Source: an optimization exercise on an open RTL-to-GDS flow (aim: small area and a short achievable clock period). Production flows keep margins and buffers that such runs may drop.
Function was not checked in any run shown here: the RTL went through the layout flow alone.
The clock port is modelled as an ideal driver; clocking choices that lean on that would not hold on a real chip.
Power figures rest on the tool's default switching activity, not on a simulated workload.

## flow/design.v (module list and top-level ports; edited modules follow where they fit)
// module basic_pe_array_ws: 40 lines
// module pe_ws_rz: 172 lines
// module pe_ws_rs: 201 lines
// module pe_ws_az: 172 lines
// module pe_ws_as: 201 lines
// module fa_ws: 6 lines
// module ha_ws: 6 lines
// module xnor_ws: 5 lines
// module or_ws: 5 lines
module basic_pe_array_ws (clk, reset, a_vec, b_vec, c_vec);
  // ...
==> flow/flow/run.sh <==
#!/bin/bash
set -euo pipefail
export REMOVE_ABC_BUFFERS=1
bash standard.sh > flow.log 2>&1
==> flow/standard.sh <==
#!/bin/bash
# synth_recipe.tcl (not shown) runs the flow's synth.tcl, then flattens the netlist and writes it again
# the make line also repeats each setting of config.mk as NAME=value (left out here)
make -C /OpenROAD-flow-scripts/flow DESIGN_CONFIG=/design/flow/config.mk WORK_HOME=/design/flow/orfs CLKGATE_MAP_FILE= SYNTH_SCRIPT=/design/flow/synth_recipe.tcl "${@:-finish}"
==> flow/config.mk <==
export PLATFORM = sky130hd
export DESIGN_NAME = basic_pe_array_ws
export DESIGN_NICKNAME = basic_pe_array_ws
export VERILOG_FILES = /design/flow/design.v
export SDC_FILE = /design/flow/constraint.sdc
export NUM_CORES = 4
export LEC_CHECK = 0
export CAP_MARGIN = 20
export CORE_MARGIN = 2
export CORE_UTILIZATION = 60
export SETUP_SLACK_MARGIN = 4.5
export SLEW_MARGIN = 20
export SYNTH_HIERARCHICAL = 1
export SYNTH_MINIMUM_KEEP_SIZE = 0
==> flow/constraint.sdc <==
create_clock -name core_clock -period 9.0 [get_ports {clk}]
set_input_delay 1.8000 -clock core_clock [delete_from_list [all_inputs] [get_ports {clk}]]
set_output_delay 1.8000 -clock core_clock [all_outputs]
set_load 0.01 [all_outputs]
==> impl_metrics.env, run 1 <==
export IMPL_switching_share_pct=43.78
export IMPL_largest_cell_class="multi-input gates"
export IMPL_clk_pin_slew_ns=0.06
export IMPL_worst_path_stages=12
export IMPL_final_hold_viol_count=0
export IMPL_grt_pass1_vias=145423
export IMPL_synth_area_mm2=0.1788
export IMPL_route_met3_wl_mm=71.15
export IMPL_r2r_slack_ns=4.75
export IMPL_syn_area_per_cell_um2=8.934
export IMPL_drtIter0Drc=10754
export IMPL_cts_setup_buffers=33
export IMPL_multi_input_cells=16135
export IMPL_slew_headroom_pct=25.51
export IMPL_preCtsSetupSlack_ns=2.693
export IMPL_finalWorstSetupSlack_ns=4.418
export IMPL_cts_root_buf="clkbuf_16"
export IMPL_regArea_mm2=0.03059
export IMPL_slowest_stage="fa_1"
export IMPL_status="complete, no violations"
export IMPL_peakVddDrop_uv=283.6
export IMPL_cp_startpoint="b_vec[39]"
export IMPL_top_power_group="combinational logic"
export IMPL_clock_latency_ns=0.90
export IMPL_grt_busiest_layer="met2"
export IMPL_n_clock_buffer=263
export IMPL_p_switching_mw=22.08
export IMPL_period_needed_ns=4.582
export IMPL_drc=0
export IMPL_hold_worst_slack_ns=0.5729
export IMPL_wl_per_cell_um=23.63
export IMPL_finalSetupViolations=0
export IMPL_met1_length_mm=219.0
export IMPL_grt_use_met2_pct=56.98
export IMPL_gr_usage_met3_pct=15.89
export IMPL_cp_top_family="adder cells"
export IMPL_coreArea_mm2=0.2968
export IMPL_buffers_excl_clock=1941
export IMPL_syn2layout_area_growth_pct=19.47
export IMPL_seq_cell_count=1528
==> module pe_ws_rz, before the edit <==
module pe_ws_rz (clk, reset, a, b, s, sn, c, cn);
input wire clk, reset;
input wire [7:0] a, b;
input wire [16:0] s, sn;    
output wire [16:0] c, cn;
  wire pp0_0 = ~(a[0] & b[0]);
  wire pp0_1 = ~(a[0] & b[1]);
  wire pp0_2 = ~(a[0] & b[2]);
  wire pp0_3 = ~(a[0] & b[3]);
  wire pp0_4 = ~(a[0] & b[4]);
  wire pp0_5 = ~(a[0] & b[5]);
  wire pp0_6 = ~(a[0] & b[6]);
  wire pp0_7 = ~(a[0] & b[7]);
  wire pp1_0 = ~(a[1] & b[0]);
  wire pp1_1 = ~(a[1] & b[1]);
  wire pp1_2 = ~(a[1] & b[2]);
  wire pp1_3 = ~(a[1] & b[3]);
  wire pp1_4 = ~(a[1] & b[4]);
  wire pp1_5 = ~(a[1] & b[5]);
  wire pp1_6 = ~(a[1] & b[6]);
  wire pp1_7 = ~(a[1] & b[7]);
  wire pp2_0 = ~(a[2] & b[0]);
  wire pp2_1 = ~(a[2] & b[1]);
  wire pp2_2 = ~(a[2] & b[2]);
  wire pp2_3 = ~(a[2] & b[3]);
  wire pp2_4 = ~(a[2] & b[4]);
  wire pp2_5 = ~(a[2] & b[5]);
  wire pp2_6 = ~(a[2] & b[6]);
  wire pp2_7 = ~(a[2] & b[7]);
  wire pp3_0 = ~(a[3] & b[0]);
  wire pp3_1 = ~(a[3] & b[1]);
  wire pp3_2 = ~(a[3] & b[2]);
  wire pp3_3 = ~(a[3] & b[3]);
  wire pp3_4 = ~(a[3] & b[4]);
  wire pp3_5 = ~(a[3] & b[5]);
  wire pp3_6 = ~(a[3] & b[6]);
  wire pp3_7 = ~(a[3] & b[7]);
  wire pp4_0 = ~(a[4] & b[0]);
  wire pp4_1 = ~(a[4] & b[1]);
  wire pp4_2 = ~(a[4] & b[2]);
  wire pp4_3 = ~(a[4] & b[3]);
  wire pp4_4 = ~(a[4] & b[4]);
  wire pp4_5 = ~(a[4] & b[5]);
  wire pp4_6 = ~(a[4] & b[6]);
  wire pp4_7 = ~(a[4] & b[7]);
  wire pp5_0 = ~(a[5] & b[0]);
  wire pp5_1 = ~(a[5] & b[1]);
  wire pp5_2 = ~(a[5] & b[2]);
  wire pp5_3 = ~(a[5] & b[3]);
  wire pp5_4 = ~(a[5] & b[4]);
  wire pp5_5 = ~(a[5] & b[5]);
  wire pp5_6 = ~(a[5] & b[6]);
  wire pp5_7 = ~(a[5] & b[7]);
  wire pp6_0 = ~(a[6] & b[0]);
  wire pp6_1 = ~(a[6] & b[1]);
  wire pp6_2 = ~(a[6] & b[2]);
  wire pp6_3 = ~(a[6] & b[3]);
  wire pp6_4 = ~(a[6] & b[4]);
  wire pp6_5 = ~(a[6] & b[5]);
  wire pp6_6 = ~(a[6] & b[6]);
  wire pp6_7 = ~(a[6] & b[7]);
  wire pp7_0 = ~(a[7] & b[0]);
  wire pp7_1 = ~(a[7] & b[1]);
  wire pp7_2 = ~(a[7] & b[2]);
  wire pp7_3 = ~(a[7] & b[3]);
  wire pp7_4 = ~(a[7] & b[4]);
  wire pp7_5 = ~(a[7] & b[5]);
  wire pp7_6 = ~(a[7] & b[6]);
  wire pp7_7 = ~(a[7] & b[7]);
  wire w1, w2;
  xnor_ws h3 (.a(pp0_6), .b(pp1_5), .y(w1));
  or_ws o3 (.a(pp0_6), .b(pp1_5), .y(w2));
  wire w4, w5;
  fa_ws f6 (.a(pp0_7), .b(pp1_6), .ci(pp2_5), .s(w4), .co(w5));
  wire w7, w8;
  xnor_ws h9 (.a(pp3_4), .b(pp4_3), .y(w7));
  or_ws o9 (.a(pp3_4), .b(pp4_3), .y(w8));
  wire w10, w11;
  fa_ws f12 (.a(pp1_7), .b(pp2_6), .ci(pp3_5), .s(w10), .co(w11));
  wire w13, w14;
  xnor_ws h15 (.a(pp4_4), .b(pp5_3), .y(w13));
  or_ws o15 (.a(pp4_4), .b(pp5_3), .y(w14));
  wire w16, w17;
  fa_ws f18 (.a(pp2_7), .b(pp3_6), .ci(pp4_5), .s(w16), .co(w17));
  wire w19, w20;
  xnor_ws h21 (.a(pp0_4), .b(pp1_3), .y(w19));
  or_ws o21 (.a(pp0_4), .b(pp1_3), .y(w20));
  wire w22, w23;
  fa_ws f24 (.a(pp0_5), .b(pp1_4), .ci(pp2_3), .s(w22), .co(w23));
  wire w25, w26;
  xnor_ws h27 (.a(pp3_2), .b(pp4_1), .y(w25));
  or_ws o27 (.a(pp3_2), .b(pp4_1), .y(w26));
  wire w28, w29;
  fa_ws f30 (.a(pp2_4), .b(pp3_3), .ci(pp4_2), .s(w28), .co(w29));
  wire w31, w32;
  fa_ws f33 (.a(pp5_1), .b(pp6_0), .ci(w1), .s(w31), .co(w32));
  wire w34, w35;
  fa_ws f36 (.a(pp5_2), .b(pp6_1), .ci(pp7_0), .s(w34), .co(w35));
  wire w37, w38;
  fa_ws f39 (.a(w2), .b(w7), .ci(w34), .s(w37), .co(w38));
  wire w40, w41;
  fa_ws f42 (.a(pp6_2), .b(pp7_1), .ci(w8), .s(w40), .co(w41));
  wire w43, w44;
  fa_ws f45 (.a(w13), .b(w5), .ci(w10), .s(w43), .co(w44));
  wire w46, w47;
  fa_ws f48 (.a(pp5_4), .b(pp6_3), .ci(pp7_2), .s(w46), .co(w47));
  wire w49, w50;
  fa_ws f51 (.a(w14), .b(w11), .ci(w16), .s(w49), .co(w50));
  wire w52, w53;
  fa_ws f54 (.a(pp3_7), .b(pp4_6), .ci(pp5_5), .s(w52), .co(w53));
  wire w55, w56;
  fa_ws f57 (.a(pp6_4), .b(pp7_3), .ci(w17), .s(w55), .co(w56));
  wire w58, w59;
  fa_ws f60 (.a(pp4_7), .b(pp5_6), .ci(pp6_5), .s(w58), .co(w59));
  wire w61, w62;
  xnor_ws h63 (.a(pp0_3), .b(pp1_2), .y(w61));
  or_ws o63 (.a(pp0_3), .b(pp1_2), .y(w62));
  wire w64, w65;
  fa_ws f66 (.a(pp2_2), .b(pp3_1), .ci(pp4_0), .s(w64), .co(w65));
  wire w67, w68;
  fa_ws f69 (.a(pp5_0), .b(w20), .ci(w25), .s(w67), .co(w68));
  wire w70, w71;
  fa_ws f72 (.a(w26), .b(w23), .ci(w28), .s(w70), .co(w71));
  wire w73, w74;
  fa_ws f75 (.a(w29), .b(w4), .ci(w32), .s(w73), .co(w74));
  wire w76, w77;
  fa_ws f78 (.a(w35), .b(w40), .ci(w38), .s(w76), .co(w77));
  wire w79, w80;
  fa_ws f81 (.a(w46), .b(w41), .ci(w44), .s(w79), .co(w80));
  wire w82, w83;
  fa_ws f84 (.a(w47), .b(w52), .ci(w50), .s(w82), .co(w83));
  wire w85, w86;
  fa_ws f87 (.a(pp7_4), .b(w53), .ci(w58), .s(w85), .co(w86));
  wire w88, w89;
  fa_ws f90 (.a(pp5_7), .b(pp6_6), .ci(pp7_5), .s(w88), .co(w89));
  wire w91, w92;
  xnor_ws h93 (.a(pp0_2), .b(pp1_1), .y(w91));
  or_ws o93 (.a(pp0_2), .b(pp1_1), .y(w92));
  wire w94, w95;
  fa_ws f96 (.a(pp2_1), .b(pp3_0), .ci(w61), .s(w94), .co(w95));
  wire w97, w98;
  fa_ws f99 (.a(w62), .b(w19), .ci(w64), .s(w97), .co(w98));
  wire w100, w101;
  fa_ws f102 (.a(w65), .b(w22), .ci(w67), .s(w100), .co(w101));
  wire w103, w104;
  fa_ws f105 (.a(w68), .b(w31), .ci(w70), .s(w103), .co(w104));
  wire w106, w107;
  fa_ws f108 (.a(w71), .b(w37), .ci(w73), .s(w106), .co(w107));
  wire w109, w110;
  fa_ws f111 (.a(w43), .b(w74), .ci(w76), .s(w109), .co(w110));
  wire w112, w113;
  fa_ws f114 (.a(w49), .b(w77), .ci(w79), .s(w112), .co(w113));
  wire w115, w116;
  fa_ws f117 (.a(w55), .b(w80), .ci(w82), .s(w115), .co(w116));
  wire w118, w119;
  fa_ws f120 (.a(w56), .b(w85), .ci(w83), .s(w118), .co(w119));
  wire w121, w122;
  fa_ws f123 (.a(w59), .b(w88), .ci(w86), .s(w121), .co(w122));
  wire w124, w125;
  fa_ws f126 (.a(pp6_7), .b(pp7_6), .ci(w89), .s(w124), .co(w125));
  wire [16:0] n0 = {1'b1, 1'b1, pp7_7, w124, w121, w116, w113, w110, w107, w104, w101, w98, w95, w92, pp2_0, pp0_1, pp0_0};
  wire [16:0] n1 = {1'b1, 1'b1, w125, w122, w119, w118, w115, w112, w109, w106, w103, w100, w97, w94, w91, pp1_0, 1'b1};
  wire [16:0] sumn = n0 + n1 + 1'b1;
  wire [16:0] sum = ~sumn;
  reg [16:0] cr;
  always @(posedge clk) begin
    if (reset) cr <= 0;
    else cr <= sum;
  end
  assign c = cr;
  assign cn = ~cr;
endmodule
==> module pe_ws_rs, before the edit <==
module pe_ws_rs (clk, reset, a, b, s, sn, c, cn);
input wire clk, reset;
input wire [7:0] a, b;
input wire [16:0] s, sn;    
output wire [16:0] c, cn;
  wire pp0_0 = ~(a[0] & b[0]);
  wire pp0_1 = ~(a[0] & b[1]);
  wire pp0_2 = ~(a[0] & b[2]);
  wire pp0_3 = ~(a[0] & b[3]);
  wire pp0_4 = ~(a[0] & b[4]);
  wire pp0_5 = ~(a[0] & b[5]);
  wire pp0_6 = ~(a[0] & b[6]);
  wire pp0_7 = ~(a[0] & b[7]);
  wire pp1_0 = ~(a[1] & b[0]);
  wire pp1_1 = ~(a[1] & b[1]);
  wire pp1_2 = ~(a[1] & b[2]);
  wire pp1_3 = ~(a[1] & b[3]);
  wire pp1_4 = ~(a[1] & b[4]);
  wire pp1_5 = ~(a[1] & b[5]);
  wire pp1_6 = ~(a[1] & b[6]);
  wire pp1_7 = ~(a[1] & b[7]);
  wire pp2_0 = ~(a[2] & b[0]);
  wire pp2_1 = ~(a[2] & b[1]);
  wire pp2_2 = ~(a[2] & b[2]);
  wire pp2_3 = ~(a[2] & b[3]);
  wire pp2_4 = ~(a[2] & b[4]);
  wire pp2_5 = ~(a[2] & b[5]);
  wire pp2_6 = ~(a[2] & b[6]);
  wire pp2_7 = ~(a[2] & b[7]);
  wire pp3_0 = ~(a[3] & b[0]);
  wire pp3_1 = ~(a[3] & b[1]);
  wire pp3_2 = ~(a[3] & b[2]);
  wire pp3_3 = ~(a[3] & b[3]);
  wire pp3_4 = ~(a[3] & b[4]);
  wire pp3_5 = ~(a[3] & b[5]);
  wire pp3_6 = ~(a[3] & b[6]);
  wire pp3_7 = ~(a[3] & b[7]);
  wire pp4_0 = ~(a[4] & b[0]);
  wire pp4_1 = ~(a[4] & b[1]);
  wire pp4_2 = ~(a[4] & b[2]);
  wire pp4_3 = ~(a[4] & b[3]);
  wire pp4_4 = ~(a[4] & b[4]);
  wire pp4_5 = ~(a[4] & b[5]);
  wire pp4_6 = ~(a[4] & b[6]);
  wire pp4_7 = ~(a[4] & b[7]);
  wire pp5_0 = ~(a[5] & b[0]);
  wire pp5_1 = ~(a[5] & b[1]);
  wire pp5_2 = ~(a[5] & b[2]);
  wire pp5_3 = ~(a[5] & b[3]);
  wire pp5_4 = ~(a[5] & b[4]);
  wire pp5_5 = ~(a[5] & b[5]);
  wire pp5_6 = ~(a[5] & b[6]);
  wire pp5_7 = ~(a[5] & b[7]);
  wire pp6_0 = ~(a[6] & b[0]);
  wire pp6_1 = ~(a[6] & b[1]);
  wire pp6_2 = ~(a[6] & b[2]);
  wire pp6_3 = ~(a[6] & b[3]);
  wire pp6_4 = ~(a[6] & b[4]);
  wire pp6_5 = ~(a[6] & b[5]);
  wire pp6_6 = ~(a[6] & b[6]);
  wire pp6_7 = ~(a[6] & b[7]);
  wire pp7_0 = ~(a[7] & b[0]);
  wire pp7_1 = ~(a[7] & b[1]);
  wire pp7_2 = ~(a[7] & b[2]);
  wire pp7_3 = ~(a[7] & b[3]);
  wire pp7_4 = ~(a[7] & b[4]);
  wire pp7_5 = ~(a[7] & b[5]);
  wire pp7_6 = ~(a[7] & b[6]);
  wire pp7_7 = ~(a[7] & b[7]);
  wire w1, w2;
  xnor_ws h3 (.a(sn[5]), .b(pp0_5), .y(w1));
  or_ws o3 (.a(sn[5]), .b(pp0_5), .y(w2));
  wire w4, w5;
  fa_ws f6 (.a(sn[6]), .b(pp0_6), .ci(pp1_5), .s(w4), .co(w5));
  wire w7, w8;
  xnor_ws h9 (.a(pp2_4), .b(pp3_3), .y(w7));
  or_ws o9 (.a(pp2_4), .b(pp3_3), .y(w8));
  wire w10, w11;
  fa_ws f12 (.a(sn[7]), .b(pp0_7), .ci(pp1_6), .s(w10), .co(w11));
  wire w13, w14;
  fa_ws f15 (.a(pp2_5), .b(pp3_4), .ci(pp4_3), .s(w13), .co(w14));
  wire w16, w17;
  xnor_ws h18 (.a(pp5_2), .b(pp6_1), .y(w16));
  or_ws o18 (.a(pp5_2), .b(pp6_1), .y(w17));
  wire w19, w20;
  fa_ws f21 (.a(sn[8]), .b(pp1_7), .ci(pp2_6), .s(w19), .co(w20));
  wire w22, w23;
  fa_ws f24 (.a(pp3_5), .b(pp4_4), .ci(pp5_3), .s(w22), .co(w23));
  wire w25, w26;
  xnor_ws h27 (.a(pp6_2), .b(pp7_1), .y(w25));
  or_ws o27 (.a(pp6_2), .b(pp7_1), .y(w26));
  wire w28, w29;
  fa_ws f30 (.a(sn[9]), .b(pp2_7), .ci(pp3_6), .s(w28), .co(w29));
  wire w31, w32;
  fa_ws f33 (.a(pp4_5), .b(pp5_4), .ci(pp6_3), .s(w31), .co(w32));
  wire w34, w35;
  fa_ws f36 (.a(sn[10]), .b(pp3_7), .ci(pp4_6), .s(w34), .co(w35));
  wire w37, w38;
  xnor_ws h39 (.a(sn[3]), .b(pp0_3), .y(w37));
  or_ws o39 (.a(sn[3]), .b(pp0_3), .y(w38));
  wire w40, w41;
  fa_ws f42 (.a(sn[4]), .b(pp0_4), .ci(pp1_3), .s(w40), .co(w41));
  wire w43, w44;
  xnor_ws h45 (.a(pp2_2), .b(pp3_1), .y(w43));
  or_ws o45 (.a(pp2_2), .b(pp3_1), .y(w44));
  wire w46, w47;
  fa_ws f48 (.a(pp1_4), .b(pp2_3), .ci(pp3_2), .s(w46), .co(w47));
  wire w49, w50;
  fa_ws f51 (.a(pp4_1), .b(pp5_0), .ci(w1), .s(w49), .co(w50));
  wire w52, w53;
  fa_ws f54 (.a(pp4_2), .b(pp5_1), .ci(pp6_0), .s(w52), .co(w53));
  wire w55, w56;
  fa_ws f57 (.a(w2), .b(w7), .ci(w4), .s(w55), .co(w56));
  wire w58, w59;
  fa_ws f60 (.a(pp7_0), .b(w8), .ci(w16), .s(w58), .co(w59));
  wire w61, w62;
  fa_ws f63 (.a(w5), .b(w10), .ci(w13), .s(w61), .co(w62));
  wire w64, w65;
  fa_ws f66 (.a(w17), .b(w25), .ci(w11), .s(w64), .co(w65));
  wire w67, w68;
  fa_ws f69 (.a(w14), .b(w19), .ci(w22), .s(w67), .co(w68));
  wire w70, w71;
  fa_ws f72 (.a(pp7_2), .b(w26), .ci(w20), .s(w70), .co(w71));
  wire w73, w74;
  fa_ws f75 (.a(w23), .b(w28), .ci(w31), .s(w73), .co(w74));
  wire w76, w77;
  fa_ws f78 (.a(pp5_5), .b(pp6_4), .ci(pp7_3), .s(w76), .co(w77));
  wire w79, w80;
  fa_ws f81 (.a(w29), .b(w32), .ci(w34), .s(w79), .co(w80));
  wire w82, w83;
  fa_ws f84 (.a(sn[11]), .b(pp4_7), .ci(pp5_6), .s(w82), .co(w83));
  wire w85, w86;
  fa_ws f87 (.a(pp6_5), .b(pp7_4), .ci(w35), .s(w85), .co(w86));
  wire w88, w89;
  fa_ws f90 (.a(sn[12]), .b(pp5_7), .ci(pp6_6), .s(w88), .co(w89));
  wire w91, w92;
  xnor_ws h93 (.a(sn[2]), .b(pp0_2), .y(w91));
  or_ws o93 (.a(sn[2]), .b(pp0_2), .y(w92));
  wire w94, w95;
  fa_ws f96 (.a(pp1_2), .b(pp2_1), .ci(pp3_0), .s(w94), .co(w95));
  wire w97, w98;
  fa_ws f99 (.a(pp4_0), .b(w38), .ci(w43), .s(w97), .co(w98));
  wire w100, w101;
  fa_ws f102 (.a(w44), .b(w41), .ci(w46), .s(w100), .co(w101));
  wire w103, w104;
  fa_ws f105 (.a(w47), .b(w52), .ci(w50), .s(w103), .co(w104));
  wire w106, w107;
  fa_ws f108 (.a(w53), .b(w58), .ci(w56), .s(w106), .co(w107));
  wire w109, w110;
  fa_ws f111 (.a(w59), .b(w62), .ci(w64), .s(w109), .co(w110));
  wire w112, w113;
  fa_ws f114 (.a(w65), .b(w68), .ci(w70), .s(w112), .co(w113));
  wire w115, w116;
  fa_ws f117 (.a(w76), .b(w71), .ci(w74), .s(w115), .co(w116));
  wire w118, w119;
  fa_ws f120 (.a(w77), .b(w82), .ci(w80), .s(w118), .co(w119));
  wire w121, w122;
  fa_ws f123 (.a(pp7_5), .b(w83), .ci(w88), .s(w121), .co(w122));
  wire w124, w125;
  fa_ws f126 (.a(sn[13]), .b(pp6_7), .ci(pp7_6), .s(w124), .co(w125));
  wire w127, w128;
  xnor_ws h129 (.a(sn[1]), .b(pp0_1), .y(w127));
  or_ws o129 (.a(sn[1]), .b(pp0_1), .y(w128));
  wire w130, w131;
  fa_ws f132 (.a(pp1_1), .b(pp2_0), .ci(w91), .s(w130), .co(w131));
  wire w133, w134;
  fa_ws f135 (.a(w92), .b(w37), .ci(w94), .s(w133), .co(w134));
  wire w136, w137;
  fa_ws f138 (.a(w95), .b(w40), .ci(w97), .s(w136), .co(w137));
  wire w139, w140;
  fa_ws f141 (.a(w98), .b(w49), .ci(w100), .s(w139), .co(w140));
  wire w142, w143;
  fa_ws f144 (.a(w101), .b(w55), .ci(w103), .s(w142), .co(w143));
  wire w145, w146;
  fa_ws f147 (.a(w61), .b(w104), .ci(w106), .s(w145), .co(w146));
  wire w148, w149;
  fa_ws f150 (.a(w67), .b(w107), .ci(w109), .s(w148), .co(w149));
  wire w151, w152;
  fa_ws f153 (.a(w73), .b(w110), .ci(w112), .s(w151), .co(w152));
  wire w154, w155;
  fa_ws f156 (.a(w79), .b(w113), .ci(w115), .s(w154), .co(w155));
  wire w157, w158;
  fa_ws f159 (.a(w85), .b(w116), .ci(w118), .s(w157), .co(w158));
  wire w160, w161;
  fa_ws f162 (.a(w86), .b(w121), .ci(w119), .s(w160), .co(w161));
  wire w163, w164;
  fa_ws f165 (.a(w89), .b(w124), .ci(w122), .s(w163), .co(w164));
  wire w166, w167;
  fa_ws f168 (.a(sn[14]), .b(pp7_7), .ci(w125), .s(w166), .co(w167));
  wire [16:0] n0 = {sn[16], sn[15], w166, w163, w158, w155, w152, w149, w146, w143, w140, w137, w134, w131, w128, pp1_0, sn[0]};
  wire [16:0] n1 = {1'b1, w167, w164, w161, w160, w157, w154, w151, w148, w145, w142, w139, w136, w133, w130, w127, pp0_0};
  wire [16:0] sumn = n0 + n1 + 1'b1;
  wire [16:0] sum = ~sumn;
  reg [16:0] cr;
  always @(posedge clk) begin
    if (reset) cr <= 0;
    else cr <= sum;
  end
  assign c = cr;
  assign cn = ~cr;
endmodule
==> module pe_ws_az, before the edit <==
module pe_ws_az (clk, reset, a, b, s, sn, c, cn);
input wire clk, reset;
input wire [7:0] a, b;
input wire [16:0] s, sn;    
output wire [16:0] c, cn;
  wire pp0_0 = ~(a[0] & b[0]);
  wire pp0_1 = ~(a[0] & b[1]);
  wire pp0_2 = ~(a[0] & b[2]);
  wire pp0_3 = ~(a[0] & b[3]);
  wire pp0_4 = ~(a[0] & b[4]);
  wire pp0_5 = ~(a[0] & b[5]);
  wire pp0_6 = ~(a[0] & b[6]);
  wire pp0_7 = ~(a[0] & b[7]);
  wire pp1_0 = ~(a[1] & b[0]);
  wire pp1_1 = ~(a[1] & b[1]);
  wire pp1_2 = ~(a[1] & b[2]);
  wire pp1_3 = ~(a[1] & b[3]);
  wire pp1_4 = ~(a[1] & b[4]);
  wire pp1_5 = ~(a[1] & b[5]);
  wire pp1_6 = ~(a[1] & b[6]);
  wire pp1_7 = ~(a[1] & b[7]);
  wire pp2_0 = ~(a[2] & b[0]);
  wire pp2_1 = ~(a[2] & b[1]);
  wire pp2_2 = ~(a[2] & b[2]);
  wire pp2_3 = ~(a[2] & b[3]);
  wire pp2_4 = ~(a[2] & b[4]);
  wire pp2_5 = ~(a[2] & b[5]);
  wire pp2_6 = ~(a[2] & b[6]);
  wire pp2_7 = ~(a[2] & b[7]);
  wire pp3_0 = ~(a[3] & b[0]);
  wire pp3_1 = ~(a[3] & b[1]);
  wire pp3_2 = ~(a[3] & b[2]);
  wire pp3_3 = ~(a[3] & b[3]);
  wire pp3_4 = ~(a[3] & b[4]);
  wire pp3_5 = ~(a[3] & b[5]);
  wire pp3_6 = ~(a[3] & b[6]);
  wire pp3_7 = ~(a[3] & b[7]);
  wire pp4_0 = ~(a[4] & b[0]);
  wire pp4_1 = ~(a[4] & b[1]);
  wire pp4_2 = ~(a[4] & b[2]);
  wire pp4_3 = ~(a[4] & b[3]);
  wire pp4_4 = ~(a[4] & b[4]);
  wire pp4_5 = ~(a[4] & b[5]);
  wire pp4_6 = ~(a[4] & b[6]);
  wire pp4_7 = ~(a[4] & b[7]);
  wire pp5_0 = ~(a[5] & b[0]);
  wire pp5_1 = ~(a[5] & b[1]);
  wire pp5_2 = ~(a[5] & b[2]);
  wire pp5_3 = ~(a[5] & b[3]);
  wire pp5_4 = ~(a[5] & b[4]);
  wire pp5_5 = ~(a[5] & b[5]);
  wire pp5_6 = ~(a[5] & b[6]);
  wire pp5_7 = ~(a[5] & b[7]);
  wire pp6_0 = ~(a[6] & b[0]);
  wire pp6_1 = ~(a[6] & b[1]);
  wire pp6_2 = ~(a[6] & b[2]);
  wire pp6_3 = ~(a[6] & b[3]);
  wire pp6_4 = ~(a[6] & b[4]);
  wire pp6_5 = ~(a[6] & b[5]);
  wire pp6_6 = ~(a[6] & b[6]);
  wire pp6_7 = ~(a[6] & b[7]);
  wire pp7_0 = ~(a[7] & b[0]);
  wire pp7_1 = ~(a[7] & b[1]);
  wire pp7_2 = ~(a[7] & b[2]);
  wire pp7_3 = ~(a[7] & b[3]);
  wire pp7_4 = ~(a[7] & b[4]);
  wire pp7_5 = ~(a[7] & b[5]);
  wire pp7_6 = ~(a[7] & b[6]);
  wire pp7_7 = ~(a[7] & b[7]);
  wire w1, w2;
  xnor_ws h3 (.a(pp0_6), .b(pp1_5), .y(w1));
  or_ws o3 (.a(pp0_6), .b(pp1_5), .y(w2));
  wire w4, w5;
  fa_ws f6 (.a(pp0_7), .b(pp1_6), .ci(pp2_5), .s(w4), .co(w5));
  wire w7, w8;
  xnor_ws h9 (.a(pp3_4), .b(pp4_3), .y(w7));
  or_ws o9 (.a(pp3_4), .b(pp4_3), .y(w8));
  wire w10, w11;
  fa_ws f12 (.a(pp1_7), .b(pp2_6), .ci(pp3_5), .s(w10), .co(w11));
  wire w13, w14;
  xnor_ws h15 (.a(pp4_4), .b(pp5_3), .y(w13));
  or_ws o15 (.a(pp4_4), .b(pp5_3), .y(w14));
  wire w16, w17;
  fa_ws f18 (.a(pp2_7), .b(pp3_6), .ci(pp4_5), .s(w16), .co(w17));
  wire w19, w20;
  xnor_ws h21 (.a(pp0_4), .b(pp1_3), .y(w19));
  or_ws o21 (.a(pp0_4), .b(pp1_3), .y(w20));
  wire w22, w23;
  fa_ws f24 (.a(pp0_5), .b(pp1_4), .ci(pp2_3), .s(w22), .co(w23));
  wire w25, w26;
  xnor_ws h27 (.a(pp3_2), .b(pp4_1), .y(w25));
  or_ws o27 (.a(pp3_2), .b(pp4_1), .y(w26));
  wire w28, w29;
  fa_ws f30 (.a(pp2_4), .b(pp3_3), .ci(pp4_2), .s(w28), .co(w29));
  wire w31, w32;
  fa_ws f33 (.a(pp5_1), .b(pp6_0), .ci(w1), .s(w31), .co(w32));
  wire w34, w35;
  fa_ws f36 (.a(pp5_2), .b(pp6_1), .ci(pp7_0), .s(w34), .co(w35));
  wire w37, w38;
  fa_ws f39 (.a(w2), .b(w7), .ci(w34), .s(w37), .co(w38));
  wire w40, w41;
  fa_ws f42 (.a(pp6_2), .b(pp7_1), .ci(w8), .s(w40), .co(w41));
  wire w43, w44;
  fa_ws f45 (.a(w13), .b(w5), .ci(w10), .s(w43), .co(w44));
  wire w46, w47;
  fa_ws f48 (.a(pp5_4), .b(pp6_3), .ci(pp7_2), .s(w46), .co(w47));
  wire w49, w50;
  fa_ws f51 (.a(w14), .b(w11), .ci(w16), .s(w49), .co(w50));
  wire w52, w53;
  fa_ws f54 (.a(pp3_7), .b(pp4_6), .ci(pp5_5), .s(w52), .co(w53));
  wire w55, w56;
  fa_ws f57 (.a(pp6_4), .b(pp7_3), .ci(w17), .s(w55), .co(w56));
  wire w58, w59;
  fa_ws f60 (.a(pp4_7), .b(pp5_6), .ci(pp6_5), .s(w58), .co(w59));
  wire w61, w62;
  xnor_ws h63 (.a(pp0_3), .b(pp1_2), .y(w61));
  or_ws o63 (.a(pp0_3), .b(pp1_2), .y(w62));
  wire w64, w65;
  fa_ws f66 (.a(pp2_2), .b(pp3_1), .ci(pp4_0), .s(w64), .co(w65));
  wire w67, w68;
  fa_ws f69 (.a(pp5_0), .b(w20), .ci(w25), .s(w67), .co(w68));
  wire w70, w71;
  fa_ws f72 (.a(w26), .b(w23), .ci(w28), .s(w70), .co(w71));
  wire w73, w74;
  fa_ws f75 (.a(w29), .b(w4), .ci(w32), .s(w73), .co(w74));
  wire w76, w77;
  fa_ws f78 (.a(w35), .b(w40), .ci(w38), .s(w76), .co(w77));
  wire w79, w80;
  fa_ws f81 (.a(w46), .b(w41), .ci(w44), .s(w79), .co(w80));
  wire w82, w83;
  fa_ws f84 (.a(w47), .b(w52), .ci(w50), .s(w82), .co(w83));
  wire w85, w86;
  fa_ws f87 (.a(pp7_4), .b(w53), .ci(w58), .s(w85), .co(w86));
  wire w88, w89;
  fa_ws f90 (.a(pp5_7), .b(pp6_6), .ci(pp7_5), .s(w88), .co(w89));
  wire w91, w92;
  xnor_ws h93 (.a(pp0_2), .b(pp1_1), .y(w91));
  or_ws o93 (.a(pp0_2), .b(pp1_1), .y(w92));
  wire w94, w95;
  fa_ws f96 (.a(pp2_1), .b(pp3_0), .ci(w61), .s(w94), .co(w95));
  wire w97, w98;
  fa_ws f99 (.a(w62), .b(w19), .ci(w64), .s(w97), .co(w98));
  wire w100, w101;
  fa_ws f102 (.a(w65), .b(w22), .ci(w67), .s(w100), .co(w101));
  wire w103, w104;
  fa_ws f105 (.a(w68), .b(w31), .ci(w70), .s(w103), .co(w104));
  wire w106, w107;
  fa_ws f108 (.a(w71), .b(w37), .ci(w73), .s(w106), .co(w107));
  wire w109, w110;
  fa_ws f111 (.a(w43), .b(w74), .ci(w76), .s(w109), .co(w110));
  wire w112, w113;
  fa_ws f114 (.a(w49), .b(w77), .ci(w79), .s(w112), .co(w113));
  wire w115, w116;
  fa_ws f117 (.a(w55), .b(w80), .ci(w82), .s(w115), .co(w116));
  wire w118, w119;
  fa_ws f120 (.a(w56), .b(w85), .ci(w83), .s(w118), .co(w119));
  wire w121, w122;
  fa_ws f123 (.a(w59), .b(w88), .ci(w86), .s(w121), .co(w122));
  wire w124, w125;
  fa_ws f126 (.a(pp6_7), .b(pp7_6), .ci(w89), .s(w124), .co(w125));
  wire [16:0] n0 = {1'b1, 1'b1, pp7_7, w124, w121, w116, w113, w110, w107, w104, w101, w98, w95, w92, pp2_0, pp0_1, pp0_0};
  wire [16:0] n1 = {1'b1, 1'b1, w125, w122, w119, w118, w115, w112, w109, w106, w103, w100, w97, w94, w91, pp1_0, 1'b1};
  wire [16:0] sumn = n0 + n1 + 1'b1;
  wire [16:0] sum = ~sumn;
  reg [16:0] cr;
  always @(posedge clk) begin
    if (reset) cr <= 0;
    else cr <= sum;
  end
  assign c = cr;
  assign cn = ~cr;
endmodule
==> run 2, diff against run 1 <==
--- a/flow/design.v
+++ b/flow/design.v
@@ -195,17 +195,73 @@
   wire w118, w119;
   fa_ws f120 (.a(w56), .b(w85), .ci(w83), .s(w118), .co(w119));
   wire w121, w122;
   fa_ws f123 (.a(w59), .b(w88), .ci(w86), .s(w121), .co(w122));
   wire w124, w125;
   fa_ws f126 (.a(pp6_7), .b(pp7_6), .ci(w89), .s(w124), .co(w125));
   wire [16:0] n0 = {1'b1, 1'b1, pp7_7, w124, w121, w116, w113, w110, w107, w104, w101, w98, w95, w92, pp2_0, pp0_1, pp0_0};
   wire [16:0] n1 = {1'b1, 1'b1, w125, w122, w119, w118, w115, w112, w109, w106, w103, w100, w97, w94, w91, pp1_0, 1'b1};
-  wire [16:0] sumn = n0 + n1 + 1'b1;
+  wire [16:0] sumn_g = n0 & n1;
+  wire [16:0] sumn_p = n0 ^ n1;
+  wire sumn_G1 = sumn_g[0] | (sumn_p[0] & 1'b1);
+  wire sumn_P1 = sumn_p[0] & 1'b0;
+  wire sumn_G2 = sumn_g[2] | (sumn_p[2] & sumn_g[1]);
+  wire sumn_P2 = sumn_p[2] & sumn_p[1];
+  wire sumn_G3 = sumn_g[4] | (sumn_p[4] & sumn_g[3]);
+  wire sumn_P3 = sumn_p[4] & sumn_p[3];
+  wire sumn_G4 = sumn_g[6] | (sumn_p[6] & sumn_g[5]);
+  wire sumn_P4 = sumn_p[6] & sumn_p[5];
+  wire sumn_G5 = sumn_g[8] | (sumn_p[8] & sumn_g[7]);
+  wire sumn_P5 = sumn_p[8] & sumn_p[7];
+  wire sumn_G6 = sumn_g[10] | (sumn_p[10] & sumn_g[9]);
+  wire sumn_P6 = sumn_p[10] & sumn_p[9];
+  wire sumn_G7 = sumn_g[12] | (sumn_p[12] & sumn_g[11]);
+  wire sumn_P7 = sumn_p[12] & sumn_p[11];
+  wire sumn_G8 = sumn_g[14] | (sumn_p[14] & sumn_g[13]);
+  wire sumn_P8 = sumn_p[14] & sumn_p[13];
+  wire sumn_G9 = sumn_G2 | (sumn_P2 & sumn_G1);
+  wire sumn_P9 = sumn_P2 & sumn_P1;
+  wire sumn_G10 = sumn_G4 | (sumn_P4 & sumn_G3);
+  wire sumn_P10 = sumn_P4 & sumn_P3;
+  wire sumn_G11 = sumn_G6 | (sumn_P6 & sumn_G5);
+  wire sumn_P11 = sumn_P6 & sumn_P5;
+  wire sumn_G12 = sumn_G8 | (sumn_P8 & sumn_G7);
+  wire sumn_P12 = sumn_P8 & sumn_P7;
+  wire sumn_G13 = sumn_G10 | (sumn_P10 & sumn_G9);
+  wire sumn_P13 = sumn_P10 & sumn_P9;
+  wire sumn_G14 = sumn_G12 | (sumn_P12 & sumn_G11);
+  wire sumn_P14 = sumn_P12 & sumn_P11;
+  wire sumn_G15 = sumn_G14 | (sumn_P14 & sumn_G13);
+  wire sumn_P15 = sumn_P14 & sumn_P13;
+  wire sumn_G16 = sumn_G11 | (sumn_P11 & sumn_G13);
+  wire sumn_P16 = sumn_P11 & sumn_P13;
+  wire sumn_G17 = sumn_G3 | (sumn_P3 & sumn_G9);
+  wire sumn_P17 = sumn_P3 & sumn_P9;
+  wire sumn_G18 = sumn_G5 | (sumn_P5 & sumn_G13);
+  wire sumn_P18 = sumn_P5 & sumn_P13;
+  wire sumn_G19 = sumn_G7 | (sumn_P7 & sumn_G16);
+  wire sumn_P19 = sumn_P7 & sumn_P16;
+  wire sumn_G20 = sumn_g[1] | (sumn_p[1] & sumn_G1);
+  wire sumn_P20 = sumn_p[1] & sumn_P1;
+  wire sumn_G21 = sumn_g[3] | (sumn_p[3] & sumn_G9);
+  wire sumn_P21 = sumn_p[3] & sumn_P9;
+  wire sumn_G22 = sumn_g[5] | (sumn_p[5] & sumn_G17);
+  wire sumn_P22 = sumn_p[5] & sumn_P17;
+  wire sumn_G23 = sumn_g[7] | (sumn_p[7] & sumn_G13);
+  wire sumn_P23 = sumn_p[7] & sumn_P13;
+  wire sumn_G24 = sumn_g[9] | (sumn_p[9] & sumn_G18);
+  wire sumn_P24 = sumn_p[9] & sumn_P18;
+  wire sumn_G25 = sumn_g[11] | (sumn_p[11] & sumn_G16);
+  wire sumn_P25 = sumn_p[11] & sumn_P16;
+  wire sumn_G26 = sumn_g[13] | (sumn_p[13] & sumn_G19);
+  wire sumn_P26 = sumn_p[13] & sumn_P19;
+  wire sumn_G27 = sumn_g[15] | (sumn_p[15] & sumn_G15);
+  wire sumn_P27 = sumn_p[15] & sumn_P15;
+  wire [16:0] sumn = {sumn_p[16] ^ sumn_G27, sumn_p[15] ^ sumn_G15, sumn_p[14] ^ sumn_G26, sumn_p[13] ^ sumn_G19, sumn_p[12] ^ sumn_G25, sumn_p[11] ^ sumn_G16, sumn_p[10] ^ sumn_G24, sumn_p[9] ^ sumn_G18, sumn_p[8] ^ sumn_G23, sumn_p[7] ^ sumn_G13, sumn_p[6] ^ sumn_G22, sumn_p[5] ^ sumn_G17, sumn_p[4] ^ sumn_G21, sumn_p[3] ^ sumn_G9, sumn_p[2] ^ sumn_G20, sumn_p[1] ^ sumn_G1, sumn_p[0] ^ 1'b1};
   wire [16:0] sum = ~sumn;
   reg [16:0] cr;
   always @(posedge clk) begin
     if (reset) cr <= 0;
     else cr <= sum;
   end
   assign c = cr;
   assign cn = ~cr;
@@ -396,17 +452,73 @@
   wire w160, w161;
   fa_ws f162 (.a(w86), .b(w121), .ci(w119), .s(w160), .co(w161));
   wire w163, w164;
   fa_ws f165 (.a(w89), .b(w124), .ci(w122), .s(w163), .co(w164));
   wire w166, w167;
   fa_ws f168 (.a(sn[14]), .b(pp7_7), .ci(w125), .s(w166), .co(w167));
   wire [16:0] n0 = {sn[16], sn[15], w166, w163, w158, w155, w152, w149, w146, w143, w140, w137, w134, w131, w128, pp1_0, sn[0]};
   wire [16:0] n1 = {1'b1, w167, w164, w161, w160, w157, w154, w151, w148, w145, w142, w139, w136, w133, w130, w127, pp0_0};
-  wire [16:0] sumn = n0 + n1 + 1'b1;
+  wire [16:0] sumn_g = n0 & n1;
+  wire [16:0] sumn_p = n0 ^ n1;
+  wire sumn_G1 = sumn_g[0] | (sumn_p[0] & 1'b1);
+  wire sumn_P1 = sumn_p[0] & 1'b0;
+  wire sumn_G2 = sumn_g[2] | (sumn_p[2] & sumn_g[1]);
+  wire sumn_P2 = sumn_p[2] & sumn_p[1];
+  wire sumn_G3 = sumn_g[4] | (sumn_p[4] & sumn_g[3]);
+  wire sumn_P3 = sumn_p[4] & sumn_p[3];
+  wire sumn_G4 = sumn_g[6] | (sumn_p[6] & sumn_g[5]);
+  wire sumn_P4 = sumn_p[6] & sumn_p[5];
+  wire sumn_G5 = sumn_g[8] | (sumn_p[8] & sumn_g[7]);
+  wire sumn_P5 = sumn_p[8] & sumn_p[7];
+  wire sumn_G6 = sumn_g[10] | (sumn_p[10] & sumn_g[9]);
+  wire sumn_P6 = sumn_p[10] & sumn_p[9];
+  wire sumn_G7 = sumn_g[12] | (sumn_p[12] & sumn_g[11]);
+  wire sumn_P7 = sumn_p[12] & sumn_p[11];
+  wire sumn_G8 = sumn_g[14] | (sumn_p[14] & sumn_g[13]);
+  wire sumn_P8 = sumn_p[14] & sumn_p[13];
+  wire sumn_G9 = sumn_G2 | (sumn_P2 & sumn_G1);
+  wire sumn_P9 = sumn_P2 & sumn_P1;
+  wire sumn_G10 = sumn_G4 | (sumn_P4 & sumn_G3);
+  wire sumn_P10 = sumn_P4 & sumn_P3;
+  wire sumn_G11 = sumn_G6 | (sumn_P6 & sumn_G5);
+  wire sumn_P11 = sumn_P6 & sumn_P5;
+  wire sumn_G12 = sumn_G8 | (sumn_P8 & sumn_G7);
+  wire sumn_P12 = sumn_P8 & sumn_P7;
+  wire sumn_G13 = sumn_G10 | (sumn_P10 & sumn_G9);
+  wire sumn_P13 = sumn_P10 & sumn_P9;
+  wire sumn_G14 = sumn_G12 | (sumn_P12 & sumn_G11);
+  wire sumn_P14 = sumn_P12 & sumn_P11;
+  wire sumn_G15 = sumn_G14 | (sumn_P14 & sumn_G13);
+  wire sumn_P15 = sumn_P14 & sumn_P13;
+  wire sumn_G16 = sumn_G11 | (sumn_P11 & sumn_G13);
+  wire sumn_P16 = sumn_P11 & sumn_P13;
+  wire sumn_G17 = sumn_G3 | (sumn_P3 & sumn_G9);
+  wire sumn_P17 = sumn_P3 & sumn_P9;
+  wire sumn_G18 = sumn_G5 | (sumn_P5 & sumn_G13);
+  wire sumn_P18 = sumn_P5 & sumn_P13;
+  wire sumn_G19 = sumn_G7 | (sumn_P7 & sumn_G16);
+  wire sumn_P19 = sumn_P7 & sumn_P16;
+  wire sumn_G20 = sumn_g[1] | (sumn_p[1] & sumn_G1);
+  wire sumn_P20 = sumn_p[1] & sumn_P1;
+  wire sumn_G21 = sumn_g[3] | (sumn_p[3] & sumn_G9);
+  wire sumn_P21 = sumn_p[3] & sumn_P9;
+  wire sumn_G22 = sumn_g[5] | (sumn_p[5] & sumn_G17);
+  wire sumn_P22 = sumn_p[5] & sumn_P17;
+  wire sumn_G23 = sumn_g[7] | (sumn_p[7] & sumn_G13);
+  wire sumn_P23 = sumn_p[7] & sumn_P13;
+  wire sumn_G24 = sumn_g[9] | (sumn_p[9] & sumn_G18);
+  wire sumn_P24 = sumn_p[9] & sumn_P18;
+  wire sumn_G25 = sumn_g[11] | (sumn_p[11] & sumn_G16);
+  wire sumn_P25 = sumn_p[11] & sumn_P16;
+  wire sumn_G26 = sumn_g[13] | (sumn_p[13] & sumn_G19);
+  wire sumn_P26 = sumn_p[13] & sumn_P19;
+  wire sumn_G27 = sumn_g[15] | (sumn_p[15] & sumn_G15);
+  wire sumn_P27 = sumn_p[15] & sumn_P15;
+  wire [16:0] sumn = {sumn_p[16] ^ sumn_G27, sumn_p[15] ^ sumn_G15, sumn_p[14] ^ sumn_G26, sumn_p[13] ^ sumn_G19, sumn_p[12] ^ sumn_G25, sumn_p[11] ^ sumn_G16, sumn_p[10] ^ sumn_G24, sumn_p[9] ^ sumn_G18, sumn_p[8] ^ sumn_G23, sumn_p[7] ^ sumn_G13, sumn_p[6] ^ sumn_G22, sumn_p[5] ^ sumn_G17, sumn_p[4] ^ sumn_G21, sumn_p[3] ^ sumn_G9, sumn_p[2] ^ sumn_G20, sumn_p[1] ^ sumn_G1, sumn_p[0] ^ 1'b1};
   wire [16:0] sum = ~sumn;
   reg [16:0] cr;
   always @(posedge clk) begin
     if (reset) cr <= 0;
     else cr <= sum;
   end
   assign c = cr;
   assign cn = ~cr;
@@ -568,17 +680,73 @@
   wire w118, w119;
   fa_ws f120 (.a(w56), .b(w85), .ci(w83), .s(w118), .co(w119));
   wire w121, w122;
   fa_ws f123 (.a(w59), .b(w88), .ci(w86), .s(w121), .co(w122));
   wire w124, w125;
   fa_ws f126 (.a(pp6_7), .b(pp7_6), .ci(w89), .s(w124), .co(w125));
   wire [16:0] n0 = {1'b1, 1'b1, pp7_7, w124, w121, w116, w113, w110, w107, w104, w101, w98, w95, w92, pp2_0, pp0_1, pp0_0};
   wire [16:0] n1 = {1'b1, 1'b1, w125, w122, w119, w118, w115, w112, w109, w106, w103, w100, w97, w94, w91, pp1_0, 1'b1};
-  wire [16:0] sumn = n0 + n1 + 1'b1;
+  wire [16:0] sumn_g = n0 & n1;
+  wire [16:0] sumn_p = n0 ^ n1;
+  wire sumn_G1 = sumn_g[0] | (sumn_p[0] & 1'b1);
+  wire sumn_P1 = sumn_p[0] & 1'b0;
+  wire sumn_G2 = sumn_g[2] | (sumn_p[2] & sumn_g[1]);
+  wire sumn_P2 = sumn_p[2] & sumn_p[1];
+  wire sumn_G3 = sumn_g[4] | (sumn_p[4] & sumn_g[3]);
+  wire sumn_P3 = sumn_p[4] & sumn_p[3];
+  wire sumn_G4 = sumn_g[6] | (sumn_p[6] & sumn_g[5]);
+  wire sumn_P4 = sumn_p[6] & sumn_p[5];
+  wire sumn_G5 = sumn_g[8] | (sumn_p[8] & sumn_g[7]);
+  wire sumn_P5 = sumn_p[8] & sumn_p[7];
+  wire sumn_G6 = sumn_g[10] | (sumn_p[10] & sumn_g[9]);
+  wire sumn_P6 = sumn_p[10] & sumn_p[9];
+  wire sumn_G7 = sumn_g[12] | (sumn_p[12] & sumn_g[11]);
+  wire sumn_P7 = sumn_p[12] & sumn_p[11];
+  wire sumn_G8 = sumn_g[14] | (sumn_p[14] & sumn_g[13]);
+  wire sumn_P8 = sumn_p[14] & sumn_p[13];
+  wire sumn_G9 = sumn_G2 | (sumn_P2 & sumn_G1);
+  wire sumn_P9 = sumn_P2 & sumn_P1;
+  wire sumn_G10 = sumn_G4 | (sumn_P4 & sumn_G3);
+  wire sumn_P10 = sumn_P4 & sumn_P3;
+  wire sumn_G11 = sumn_G6 | (sumn_P6 & sumn_G5);
+  wire sumn_P11 = sumn_P6 & sumn_P5;
+  wire sumn_G12 = sumn_G8 | (sumn_P8 & sumn_G7);
+  wire sumn_P12 = sumn_P8 & sumn_P7;
+  wire sumn_G13 = sumn_G10 | (sumn_P10 & sumn_G9);
+  wire sumn_P13 = sumn_P10 & sumn_P9;
+  wire sumn_G14 = sumn_G12 | (sumn_P12 & sumn_G11);
+  wire sumn_P14 = sumn_P12 & sumn_P11;
+  wire sumn_G15 = sumn_G14 | (sumn_P14 & sumn_G13);
+  wire sumn_P15 = sumn_P14 & sumn_P13;
+  wire sumn_G16 = sumn_G11 | (sumn_P11 & sumn_G13);
+  wire sumn_P16 = sumn_P11 & sumn_P13;
+  wire sumn_G17 = sumn_G3 | (sumn_P3 & sumn_G9);
+  wire sumn_P17 = sumn_P3 & sumn_P9;
+  wire sumn_G18 = sumn_G5 | (sumn_P5 & sumn_G13);
+  wire sumn_P18 = sumn_P5 & sumn_P13;
+  wire sumn_G19 = sumn_G7 | (sumn_P7 & sumn_G16);
+  wire sumn_P19 = sumn_P7 & sumn_P16;
+  wire sumn_G20 = sumn_g[1] | (sumn_p[1] & sumn_G1);
+  wire sumn_P20 = sumn_p[1] & sumn_P1;
+  wire sumn_G21 = sumn_g[3] | (sumn_p[3] & sumn_G9);
+  wire sumn_P21 = sumn_p[3] & sumn_P9;
+  wire sumn_G22 = sumn_g[5] | (sumn_p[5] & sumn_G17);
+  wire sumn_P22 = sumn_p[5] & sumn_P17;
+  wire sumn_G23 = sumn_g[7] | (sumn_p[7] & sumn_G13);
+  wire sumn_P23 = sumn_p[7] & sumn_P13;
+  wire sumn_G24 = sumn_g[9] | (sumn_p[9] & sumn_G18);
+  wire sumn_P24 = sumn_p[9] & sumn_P18;
+  wire sumn_G25 = sumn_g[11] | (sumn_p[11] & sumn_G16);
+  wire sumn_P25 = sumn_p[11] & sumn_P16;
+  wire sumn_G26 = sumn_g[13] | (sumn_p[13] & sumn_G19);
+  wire sumn_P26 = sumn_p[13] & sumn_P19;
+  wire sumn_G27 = sumn_g[15] | (sumn_p[15] & sumn_G15);
+  wire sumn_P27 = sumn_p[15] & sumn_P15;
+  wire [16:0] sumn = {sumn_p[16] ^ sumn_G27, sumn_p[15] ^ sumn_G15, sumn_p[14] ^ sumn_G26, sumn_p[13] ^ sumn_G19, sumn_p[12] ^ sumn_G25, sumn_p[11] ^ sumn_G16, sumn_p[10] ^ sumn_G24, sumn_p[9] ^ sumn_G18, sumn_p[8] ^ sumn_G23, sumn_p[7] ^ sumn_G13, sumn_p[6] ^ sumn_G22, sumn_p[5] ^ sumn_G17, sumn_p[4] ^ sumn_G21, sumn_p[3] ^ sumn_G9, sumn_p[2] ^ sumn_G20, sumn_p[1] ^ sumn_G1, sumn_p[0] ^ 1'b1};
   wire [16:0] sum = ~sumn;
   reg [16:0] cr;
   always @(posedge clk) begin
     if (reset) cr <= 0;
     else cr <= sum;
   end
   assign c = cr;
   assign cn = ~cr;
@@ -769,17 +937,73 @@
   wire w160, w161;
   fa_ws f162 (.a(w86), .b(w121), .ci(w119), .s(w160), .co(w161));
   wire w163, w164;
   fa_ws f165 (.a(w89), .b(w124), .ci(w122), .s(w163), .co(w164));
   wire w166, w167;
   fa_ws f168 (.a(sn[14]), .b(pp7_7), .ci(w125), .s(w166), .co(w167));
   wire [16:0] n0 = {sn[16], sn[15], w166, w163, w158, w155, w152, w149, w146, w143, w140, w137, w134, w131, w128, pp1_0, sn[0]};
   wire [16:0] n1 = {1'b1, w167, w164, w161, w160, w157, w154, w151, w148, w145, w142, w139, w136, w133, w130, w127, pp0_0};
-  wire [16:0] sumn = n0 + n1 + 1'b1;
+  wire [16:0] sumn_g = n0 & n1;
+  wire [16:0] sumn_p = n0 ^ n1;
+  wire sumn_G1 = sumn_g[0] | (sumn_p[0] & 1'b1);
+  wire sumn_P1 = sumn_p[0] & 1'b0;
+  wire sumn_G2 = sumn_g[2] | (sumn_p[2] & sumn_g[1]);
+  wire sumn_P2 = sumn_p[2] & sumn_p[1];
+  wire sumn_G3 = sumn_g[4] | (sumn_p[4] & sumn_g[3]);
+  wire sumn_P3 = sumn_p[4] & sumn_p[3];
+  wire sumn_G4 = sumn_g[6] | (sumn_p[6] & sumn_g[5]);
+  wire sumn_P4 = sumn_p[6] & sumn_p[5];
+  wire sumn_G5 = sumn_g[8] | (sumn_p[8] & sumn_g[7]);
+  wire sumn_P5 = sumn_p[8] & sumn_p[7];
+  wire sumn_G6 = sumn_g[10] | (sumn_p[10] & sumn_g[9]);
+  wire sumn_P6 = sumn_p[10] & sumn_p[9];
+  wire sumn_G7 = sumn_g[12] | (sumn_p[12] & sumn_g[11]);
+  wire sumn_P7 = sumn_p[12] & sumn_p[11];
+  wire sumn_G8 = sumn_g[14] | (sumn_p[14] & sumn_g[13]);
+  wire sumn_P8 = sumn_p[14] & sumn_p[13];
+  wire sumn_G9 = sumn_G2 | (sumn_P2 & sumn_G1);
+  wire sumn_P9 = sumn_P2 & sumn_P1;
+  wire sumn_G10 = sumn_G4 | (sumn_P4 & sumn_G3);
+  wire sumn_P10 = sumn_P4 & sumn_P3;
+  wire sumn_G11 = sumn_G6 | (sumn_P6 & sumn_G5);
+  wire sumn_P11 = sumn_P6 & sumn_P5;
+  wire sumn_G12 = sumn_G8 | (sumn_P8 & sumn_G7);
+  wire sumn_P12 = sumn_P8 & sumn_P7;
+  wire sumn_G13 = sumn_G10 | (sumn_P10 & sumn_G9);
+  wire sumn_P13 = sumn_P10 & sumn_P9;
+  wire sumn_G14 = sumn_G12 | (sumn_P12 & sumn_G11);
+  wire sumn_P14 = sumn_P12 & sumn_P11;
+  wire sumn_G15 = sumn_G14 | (sumn_P14 & sumn_G13);
+  wire sumn_P15 = sumn_P14 & sumn_P13;
+  wire sumn_G16 = sumn_G11 | (sumn_P11 & sumn_G13);
+  wire sumn_P16 = sumn_P11 & sumn_P13;
+  wire sumn_G17 = sumn_G3 | (sumn_P3 & sumn_G9);
+  wire sumn_P17 = sumn_P3 & sumn_P9;
+  wire sumn_G18 = sumn_G5 | (sumn_P5 & sumn_G13);
+  wire sumn_P18 = sumn_P5 & sumn_P13;
+  wire sumn_G19 = sumn_G7 | (sumn_P7 & sumn_G16);
+  wire sumn_P19 = sumn_P7 & sumn_P16;
+  wire sumn_G20 = sumn_g[1] | (sumn_p[1] & sumn_G1);
+  wire sumn_P20 = sumn_p[1] & sumn_P1;
+  wire sumn_G21 = sumn_g[3] | (sumn_p[3] & sumn_G9);
+  wire sumn_P21 = sumn_p[3] & sumn_P9;
+  wire sumn_G22 = sumn_g[5] | (sumn_p[5] & sumn_G17);
+  wire sumn_P22 = sumn_p[5] & sumn_P17;
+  wire sumn_G23 = sumn_g[7] | (sumn_p[7] & sumn_G13);
+  wire sumn_P23 = sumn_p[7] & sumn_P13;
+  wire sumn_G24 = sumn_g[9] | (sumn_p[9] & sumn_G18);
+  wire sumn_P24 = sumn_p[9] & sumn_P18;
+  wire sumn_G25 = sumn_g[11] | (sumn_p[11] & sumn_G16);
+  wire sumn_P25 = sumn_p[11] & sumn_P16;
+  wire sumn_G26 = sumn_g[13] | (sumn_p[13] & sumn_G19);
+  wire sumn_P26 = sumn_p[13] & sumn_P19;
+  wire sumn_G27 = sumn_g[15] | (sumn_p[15] & sumn_G15);
+  wire sumn_P27 = sumn_p[15] & sumn_P15;
+  wire [16:0] sumn = {sumn_p[16] ^ sumn_G27, sumn_p[15] ^ sumn_G15, sumn_p[14] ^ sumn_G26, sumn_p[13] ^ sumn_G19, sumn_p[12] ^ sumn_G25, sumn_p[11] ^ sumn_G16, sumn_p[10] ^ sumn_G24, sumn_p[9] ^ sumn_G18, sumn_p[8] ^ sumn_G23, sumn_p[7] ^ sumn_G13, sumn_p[6] ^ sumn_G22, sumn_p[5] ^ sumn_G17, sumn_p[4] ^ sumn_G21, sumn_p[3] ^ sumn_G9, sumn_p[2] ^ sumn_G20, sumn_p[1] ^ sumn_G1, sumn_p[0] ^ 1'b1};
   wire [16:0] sum = ~sumn;
   reg [16:0] cr;
   always @(posedge clk) begin
     if (reset) cr <= 0;
     else cr <= sum;
   end
   assign c = cr;
   assign cn = ~cr;
==> flow/flow/run.sh (replaced) <==
#!/bin/bash
set -euo pipefail
export REMOVE_ABC_BUFFERS=1
export BUFFER_PORTS_ARGS="-buffer_cell sky130_fd_sc_hd__buf_1"
bash standard.sh > flow.log 2>&1
==> run 2 against run 1 <==
Sequential share of layout area increased by 0.33 points; clock-buffer cell count decreased by 22; die area decreased by 3.3%; register-to-register slack got worse by 0.18 ns; synthesized cell count decreased by 9.7%; power decreased by 16%; setup slack got worse by 0.14 ns; critical path type unchanged.
==> impl_metrics.env, run 2 <==
export IMPL_synth_area_mm2=0.1729
export IMPL_antenna_found_initial=88
export IMPL_grtUsageMet1_pct=44.87
export IMPL_p_comb_share_pct=59.8
export IMPL_cts_root_buf="clkbuf_16"
export IMPL_critPathMaxStageDelay_ns=0.54
export IMPL_dp_cells=22492
export IMPL_clock_path_buffers=4
export IMPL_clk_pin_slew_ns=0.06
export IMPL_hp_class="register to register"
export IMPL_fin_crit_sh_pct=52.51
export IMPL_critPathBufInv=2
export IMPL_peakVddDrop_uv=275.1
export IMPL_slowest_stage="fa_1"
export IMPL_grt_busiest_layer="met2"
export IMPL_grt_overflow_total=0
export IMPL_cp_start_kind="input port"
export IMPL_critical_path_max_fanout=6
export IMPL_rows=197
export IMPL_hp_start="gr[6].gc[1].genblk2.genblk1.pe.u.cr[16]"
export IMPL_period_needed_ns=4.726
export IMPL_leakage_nw=69.37
export IMPL_syn_inst=18075
export IMPL_postRouteAntennaNets=0
export IMPL_cts_htree_levels=4
export IMPL_yosysWarnings=27
export IMPL_coreArea_mm2=0.2874
export IMPL_die_x_um=540.8
export IMPL_portBuffers=1657
export IMPL_gr_usage_met3_pct=14.95
export IMPL_vias=127610
export IMPL_drc=0
export IMPL_numClockSinks=1528
export IMPL_hold_buffers=0
export IMPL_tightest_slew_ns=0.9695
export IMPL_grt_use_met2_pct=53.85
export IMPL_reg_top3="gr.gc.genblk2.genblk1.pe.u.cr x945, gr.ah x448, gr.gc.genblk2.pe.u.cr x119"
export IMPL_fp_dieH_um=540.8
export IMPL_first_pass_iters=6
export IMPL_crit_type="input port to register"
export IMPL_final_core_util_pct=72.68
export IMPL_die_area_mm2=0.2925
export IMPL_syn_area_per_cell_um2=9.566
export IMPL_drive_above_1_share_pct=22.78
export IMPL_drtIter0Drc=8767
export IMPL_gp_congestion=0.9771
export IMPL_status="complete, no violations"
export IMPL_cp_top_family="adder cells"
export IMPL_finalSetupViolations=0
export IMPL_fmax_mhz=211.6
export IMPL_path_common_cell="fa_2"
export IMPL_rsz0062_at_grt="yes"
export IMPL_cts_tree="built"
export IMPL_clock_latency_ns=0.89
export IMPL_fin_tns_setup_ns=0
export IMPL_regToRegStartpoint="gr[4].ah[2][3]"
export IMPL_final_cell_mix="nand2_1, fa_1, inv_1, dfxtp_1, fa_2"
export IMPL_syn2layout_area_growth_pct=20.81
export IMPL_grt_max_degree=161
export IMPL_largest_register="gr.gc.genblk2.genblk1.pe.u.cr"
export IMPL_final_common_cell="nand2_1"
export IMPL_power_density_mw_per_mm2=203.6
export IMPL_drt_wl_total_mm=552.5
export IMPL_skew_ns=0.04060
export IMPL_cp_startpoint="a_vec[20]"
export IMPL_stdcell_count=23463
export IMPL_largest_reg_flops=945
export IMPL_initial_utilization_pct=60.16
export IMPL_grt_pass1_wl_mm=813.5
export IMPL_p_total_mw=42.52
export IMPL_switching_share_pct=41.07
export IMPL_fin_nets=24475
export IMPL_path_cells="buf_12, buf_8, nand2_4, fa_1, fa_2, fa_1, fa_2, ha_4, a21o_1, a211o_1, o32a_1, fa_2, xnor2_2, nor2_1"
export IMPL_final_hold_viol_count=0
export IMPL_slew_headroom_pct=35.37
export IMPL_clkPwrFrac_pct=19.6
export IMPL_p_switching_mw=17.46
export IMPL_cts_made_buffers=191
export IMPL_drv_cap=0
export IMPL_grt_pass1_vias=131419
export IMPL_required_ns=9.72
export IMPL_ios=1666
export IMPL_seq_power_share_pct=20.7
export IMPL_internal_power_mw=25.06
export IMPL_wl_per_cell_um=23.55
export IMPL_place_hpwl_mm=450.8
export IMPL_viasPerCell=5.439
export IMPL_worstPathArrival_ns=5.45
export IMPL_slew_viol_final=0
export IMPL_grtUsageTotal_pct=37.09
export IMPL_endpoint_kind="register"
run 2: cell count changes in the layout (fill, tap and decap cells not counted), sizes merged, moves of 473 or more:
cell           change
a21oi            -608
buf             +1510
clkdlybuf4s50   -1080
inv              +652
mux2             -473
nand2            -599
run 2: path summary, 6_finish.rpt:
check                           slack, ns                                      end  cells past startpoint
worst max-delay path                 4.27          gr[5].gc[0].genblk2.pe.u.cr[16]                     14
worst min-delay path                 0.53  gr[7].gc[1].genblk2.genblk1.pe.u.cr[16]                      3
worst max register to register       4.57  gr[4].gc[3].genblk2.genblk1.pe.u.cr[16]                     13
worst min register to register       0.53  gr[7].gc[1].genblk2.genblk1.pe.u.cr[16]                      3
run 2: metal layers:
metal  wire length [µm]  share of wire, %
met1             206300                37
met2             236600                43
met3              64190                12
met4              45110               8.2
met5                319             0.058
run 2: final cells by class:
class                   count  area (µm²)
multi-input cells       13640      142800
fillers                 21361       78520
flip-flops and latches   1528       30590
repair buffers           2247       16910
inverters                1865        7000
clock buffers             241        5373
well taps                3781        4731
clock inverters           105        1359
diodes                     56       140.1
run 2: power groups by stage:
stage / Clock, mW / Sequential (mW) / Combinational, mW
3_5_place_dp: 0 / 8.86 / 19.5
3_3_place_gp: 0 / 8.84 / 19.1
4_1_cts: 8.44 / 8.72 / 22.3
2_1_floorplan: 0 / 8.83 / 13.9
5_1_grt: 8.71 / 8.84 / 28.1
6_report: 8.32 / 8.79 / 25.4
run 2: worst min-delay path: cells and delay by family (launching register included):
kind          cells  cell delay, ns
buf+inv           1            0.06
xor+xnor          1            0.06
simple gates      1            0.07
flops             1            0.31
run 2: per-stage QoR:
stage / setup slack [ns] / instance area, µm² / hold slack, ns
5_1_grt: 4.221 / 208800 / 0.5677
3_5_place_dp: 2.898 / 179800 / 0.5158
2_1_floorplan: 3.639 / 168600 / 0.4847
6_report: 4.274 / 208900 / 0.5250
4_1_cts: 4.338 / 200000 / 0.5323
3_3_place_gp: 2.969 / 179800 / 0.5054
run 2: repair_timing:
| item | in CTS | in global routing |
|---|---|---|
| endpoints found under the hold margin | 0 | 0 |
| pin swaps | 1377 | 1253 |
| gates resized for setup | 3336 | 1723 |
| setup endpoints to repair | 497 | 463 |
| gates cloned | 0 | 1 |
| setup buffers | 297 | 271 |

what the ideal ports hide:
Ports are ideal in the flow. The routed layouts listed here were re-timed in OpenROAD.
Step 1: set_driving_cell puts a clkbuf_16 on clk and a buf_2 on each other input, an assumption about the parent block.
Step 2, shift: input delay + t, output delay - t, t = (earliest + latest rising clock arrival at the registers) / 2. This alone moves slack from input paths to output paths.
Slacks: no drivers / after step 1 / after step 2; pairs: no drivers / after step 1.
| run | t (ns) | setup WS [ns] | worst setup path after step 2 |
|---|---|---|---|
| run 1 | 1.008 | 4.418 / 4.253 / 3.244 | input to register |
| run 2 | 0.995 | 4.274 / 4.147 / 3.151 | input to register |
After both steps setup and hold are still met in every run listed. The setup slack of run 1, which loses most, moves by -0.165 ns with the drivers and by -1.174 ns with both steps.
